Source: an optimization exercise on an open RTL-to-GDS flow (aim: small area). Production flows keep margins and buffers that such runs may drop. No functional check of the RTL was part of any run shown here.

==> flow/design.v (outline; a module is shown in full before it is edited, if it fits) <==
// module dglk_filt_core: 1904 lines
// module dglk_fa: 4 lines
// module dglk_ha: 4 lines
// module dglk_ppb: 3 lines
// module dglk_pid_core: 2314 lines
// module DgLk_LockChannel: 70 lines
module DgLk_LockChannel (
    input  wire        i_clkp,
    input  wire        i_rstn,
    input  wire [15:0] i_a0,      
    input  wire [15:0] i_adc,     
    input  wire [15:0] i_rt,      
    input  wire [15:0] i_k0,      
    input  wire [15:0] i_k1,      
    input  wire [15:0] i_k2,      
    input  wire [4:0]  i_shift,   
    input  wire [31:0] i_min,     
    input  wire [31:0] i_max,     
    output wire [15:0] o_filt,    
    output wire [31:0] o_ut       
);
  // ...
==> flow/run.sh <==
#!/bin/bash
# synth_recipe.tcl (not shown) runs the flow's synth.tcl, then flattens the netlist and writes it again
# the make line also repeats each setting of config.mk as NAME=value (left out here)
make -C /OpenROAD-flow-scripts/flow DESIGN_CONFIG=/design/flow/config.mk WORK_HOME=/design/flow/orfs CLKGATE_MAP_FILE= SYNTH_SCRIPT=/design/flow/synth_recipe.tcl finish
==> flow/config.mk <==
export PLATFORM = sky130hd
export DESIGN_NAME = DgLk_LockChannel
export DESIGN_NICKNAME = DgLk_LockChannel
export VERILOG_FILES = /design/flow/design.v
export SDC_FILE = /design/flow/constraint.sdc
export NUM_CORES = 4
export LEC_CHECK = 0
export CAP_MARGIN = 20
export CORE_MARGIN = 2
export CORE_UTILIZATION = 40
export SLEW_MARGIN = 20
export SYNTH_HIERARCHICAL = 1
export SYNTH_MINIMUM_KEEP_SIZE = 0
==> flow/constraint.sdc <==
create_clock -name core_clock -period 5.5 [get_ports {i_clkp}]
set_input_delay 1.1000 -clock core_clock [delete_from_list [all_inputs] [get_ports {i_clkp}]]
set_output_delay 1.1000 -clock core_clock [all_outputs]
set_load 0.01 [all_outputs]
==> impl_metrics.env, run 1 <==
export IMPL_outcome="finished with violations"
export IMPL_failed_checks="setup timing"
export IMPL_final_nets=5977
export IMPL_die_w_um=364
export IMPL_setup_slack_ps=-383
export IMPL_num_fill_cells=11600
export IMPL_met1_usage_pct=33.5
export IMPL_holdCritStartpoint="y2[1]"
export IMPL_path_max_fanout=8
export IMPL_grt_pass1_vias=39700
export IMPL_placed_cells=6593
export IMPL_wl_met3_um=9870
export IMPL_layout_common_cells="xnor2_1 (692), a22oi_2 (640), fa_1 (583), buf_4 (415), dfxtp_1 (375)"
export IMPL_clk_share_pct=3.86
export IMPL_grt_pass1_wl_um=245000
export IMPL_grt_usage_pct=24.3
export IMPL_drive_gt1_share_pct=30.6
export IMPL_synth_area_um2=51800
export IMPL_regArea_um2=13100
export IMPL_yosys_warnings=7
export IMPL_r2r_cells=21
export IMPL_grtUsageMet2_pct=38.9
export IMPL_setup_violations=12
export IMPL_critPathTopFamily="adder cells"
export IMPL_clkTransAtPathRegs_ps=70
export IMPL_globalRouteOverflowTotal=0
export IMPL_syn_instance_count=4337
export IMPL_multiInputCombCellCount=3329
export IMPL_top_layer_used="met4"
export IMPL_drcViolationCount=0
export IMPL_r2r_start="a0_r[3]"
export IMPL_fin_crit_ps=5880
export IMPL_fin_cells=6767
export IMPL_crit_type="flop to flop"
export IMPL_start_util_pct=40.2
export IMPL_crit_chain="buf_12, xor2_4, buf_12, a22oi_2, xnor2_2, fa_2, fa_2, fa_2, fa_2, fa_1, fa_2, fa_1, inv_2, ha_4, nor3_4, o21ai_4, a21oi_2, nor2_2, o21ba_1, fa_1, xnor2_1"
export IMPL_hold_ws_ps=287
export IMPL_hold_end="y1[1]"
==> run 2, diff against run 1 <==
--- a/flow/config.mk
+++ b/flow/config.mk
@@ -7,7 +7,8 @@
 export LEC_CHECK = 0
 export CAP_MARGIN = 20
 export CORE_MARGIN = 2
-export CORE_UTILIZATION = 40
+export CORE_UTILIZATION = 60
+export PLACE_DENSITY = 0.7
 export SLEW_MARGIN = 20
 export SYNTH_HIERARCHICAL = 1
 export SYNTH_MINIMUM_KEEP_SIZE = 0
==> run 2 against run 1 <==
Still fails the layout checks on setup timing. Via count rose by 1.4%. Hold slack improved by 29 ps. Design area fell by 2.2%.
==> impl_metrics.env, run 2 <==
export IMPL_setup_slack_ps=-410
export IMPL_grt_max_degree=87
export IMPL_post_drt_wl_per_cell_um=24.7
export IMPL_cts_tree="built"
export IMPL_avgSynthCellArea_um2=11.9
export IMPL_failed_checks="setup timing"
export IMPL_drtAntennaViolNets=0
export IMPL_multi_input_area_um2=37900
export IMPL_grt_pass1_vias=39500
export IMPL_syn_instance_count=4337
export IMPL_globalplace_congestion=0.951
export IMPL_synth_area_um2=51800
export IMPL_holdCritStartpoint="d4[2]"
export IMPL_max_slew_margin_pct=38.5
export IMPL_fin_setup_tns_ps=-2600
export IMPL_hpwl_um=121000
export IMPL_crit_path_start_kind="flop"
export IMPL_drv_cap=0
export IMPL_drt_total_wl_um=151000
export IMPL_clkTransAtPathRegs_ps=70
export IMPL_port_buffers=214
export IMPL_endpoint_kind="flop"
export IMPL_grtUsageMet2_pct=53.2
export IMPL_max_freq_ghz=0.169
export IMPL_die_area_um2=88700
export IMPL_grt_pass1_wl_um=234000
export IMPL_die_w_um=298
export IMPL_num_fill_cells=6181
export IMPL_drcViolationCount=0
export IMPL_slew_violations=0
export IMPL_layout_common_cells="xnor2_1 (698), a22oi_2 (641), fa_1 (588), buf_4 (399), dfxtp_1 (375)"
export IMPL_syn_nets=5348
export IMPL_drive_gt1_share_pct=29.9
export IMPL_required_ps=6060
export IMPL_hold_ws_ps=316
export IMPL_setup_violations=12
export IMPL_clkLatencyLatePin_ps=690
export IMPL_ioPinCount=215
export IMPL_hold_viol_final=0
export IMPL_postLayoutCoreUtil_pct=72.7
export IMPL_regArea_um2=13100
export IMPL_ctsHoldBuffers=0
export IMPL_vias=38000
export IMPL_r2r_start="a0_r[1]"
export IMPL_drt_initial_drc_count=3556
export IMPL_tightest_slew_ps=921
export IMPL_outcome="finished with violations"
export IMPL_fin_crit_ps=5910
export IMPL_path_max_fanout=7
export IMPL_die_height_um=298
export IMPL_period_share_pct=107
export IMPL_globalRouteOverflowTotal=0
export IMPL_numCtsBuffers=60
export IMPL_final_common_cell="xnor2_1"
export IMPL_arrival_ps=6470
export IMPL_n_antenna_cell=0
export IMPL_dr_pass1_iters=5
export IMPL_start_util_pct=60.6
export IMPL_grt_usage_pct=34.3
export IMPL_num_rows=107
export IMPL_grt_util_met3_pct=6.91
export IMPL_worstHoldPathType="flop to flop"
export IMPL_rsz0062_at_grt="true"
export IMPL_crit_type="flop to flop"
export IMPL_startpoint="a0_r[1]"
export IMPL_yosys_warnings=7
export IMPL_busiest_layer="met2"
export IMPL_areaGrowthSynthToFinish_pct=19.9
export IMPL_final_nets=5946
export IMPL_met1_usage_pct=49.0
export IMPL_fin_worst_skew_ps=29.4
export IMPL_viasPerCell=6.19
export IMPL_clk_path_buf_depth=3
export IMPL_clkSinkCount=599
export IMPL_root_buffer="clkbuf_16"
export IMPL_antenna_found_initial=0
export IMPL_core_area_um2=85400
export IMPL_htreeDepth=2
[run 2: stage by stage]
step | setup slack [ps] | cells | cell area, um^2
2_1_floorplan | -1660 | 4337 | 52400
3_3_place_gp | -371 | 5981 | 59100
5_1_grt | -595 | 6131 | 62100
4_1_cts | -379 | 6114 | 61700
3_5_place_dp | -478 | 5981 | 59100
6_report | -410 | 6131 | 62100
[run 2: path summary, 6_finish.rpt]
path / end / depth (start not counted) / slack [ps]
max: y5[8] / 22 / -410
min: d5[2] / 0 / 320
max reg2reg: y5[8] / 22 / -410
min reg2reg: d5[2] / 0 / 320
max in group asynchronous: r2[1] / 2 / 3940
min in group asynchronous: e4[4] / 1 / 400
[run 2: what timing repair did]
| item | in CTS | in global routing |
|---|---|---|
| pin swaps | 12 | 21 |
| hold endpoints to repair | 0 | 0 |
| buffers inserted | 17 | 17 |
| gates resized for setup | 61 | 52 |
| setup endpoints to repair | 12 | 14 |
| cloned | 2 | 0 |
[run 2: layout make-up]
| cell class | instances | area share [%] |
|---|---|---|
| clock buffer | 88 | 2.96 |
| tap | 1144 | 2.31 |
| sequential | 599 | 21.1 |
| clock inverter | 26 | 0.552 |
| timing repair buffer | 692 | 10.6 |
| inverter | 253 | 1.56 |
| multi-input combinational | 3329 | 61.0 |
[run 2: layer usage]
metal / routed length (um) / vias to the layer above
met5: 0 / -
met2: 69400 / 1820
li1: - / 16500
met1: 64200 / 19300
met4: 4300 / 0
met3: 13300 / 251
[run 2: worst max-delay path, cell delays in order, from the launching register on]
cell,delay (ps)
dfxtp_4,450
buf_4,150
nor3_2,40
buf_4,140
a41o_1,260
buf_12,150
fa_1,510
fa_2,370
fa_1,600
fa_2,460
fa_1,500
ha_1,310
inv_2,40
fa_2,330
inv_2,60
fa_2,180
nor2b_4,180
o21ai_4,70
a21oi_2,130
nor2_1,60
o21ba_1,190
fa_2,560
inv_1,30

## afterwards: timing with drivers on the ports
In the flow no input, the clock included, has a driving cell. The finished layouts below were timed again as built, in two steps.
Step 1 (the two cells are an assumption about what drives the block):
set clk [get_ports {i_clkp}]
set_driving_cell -lib_cell sky130_fd_sc_hd__clkbuf_16 $clk
set_driving_cell -lib_cell sky130_fd_sc_hd__buf_2 [delete_from_list [all_inputs] $clk]
Step 2, shift: input delay + t, output delay - t, t = (earliest + latest rising clock arrival at the registers) / 2. This alone moves slack from input paths to output paths.
a / b / c = ideal ports / drivers / drivers and shift; a / b = the first two.
run | shift t [ns] | slack for setup (ns) | hold WS [ns] | pins driven straight from the clock port
run 1 | 0.734 | -0.383 / -0.383 / -0.383 | 0.287 / 0.287 / 0.287 | 1
run 2 | 0.746 | -0.410 / -0.410 / -0.410 | 0.316 / 0.316 / 0.316 | 1
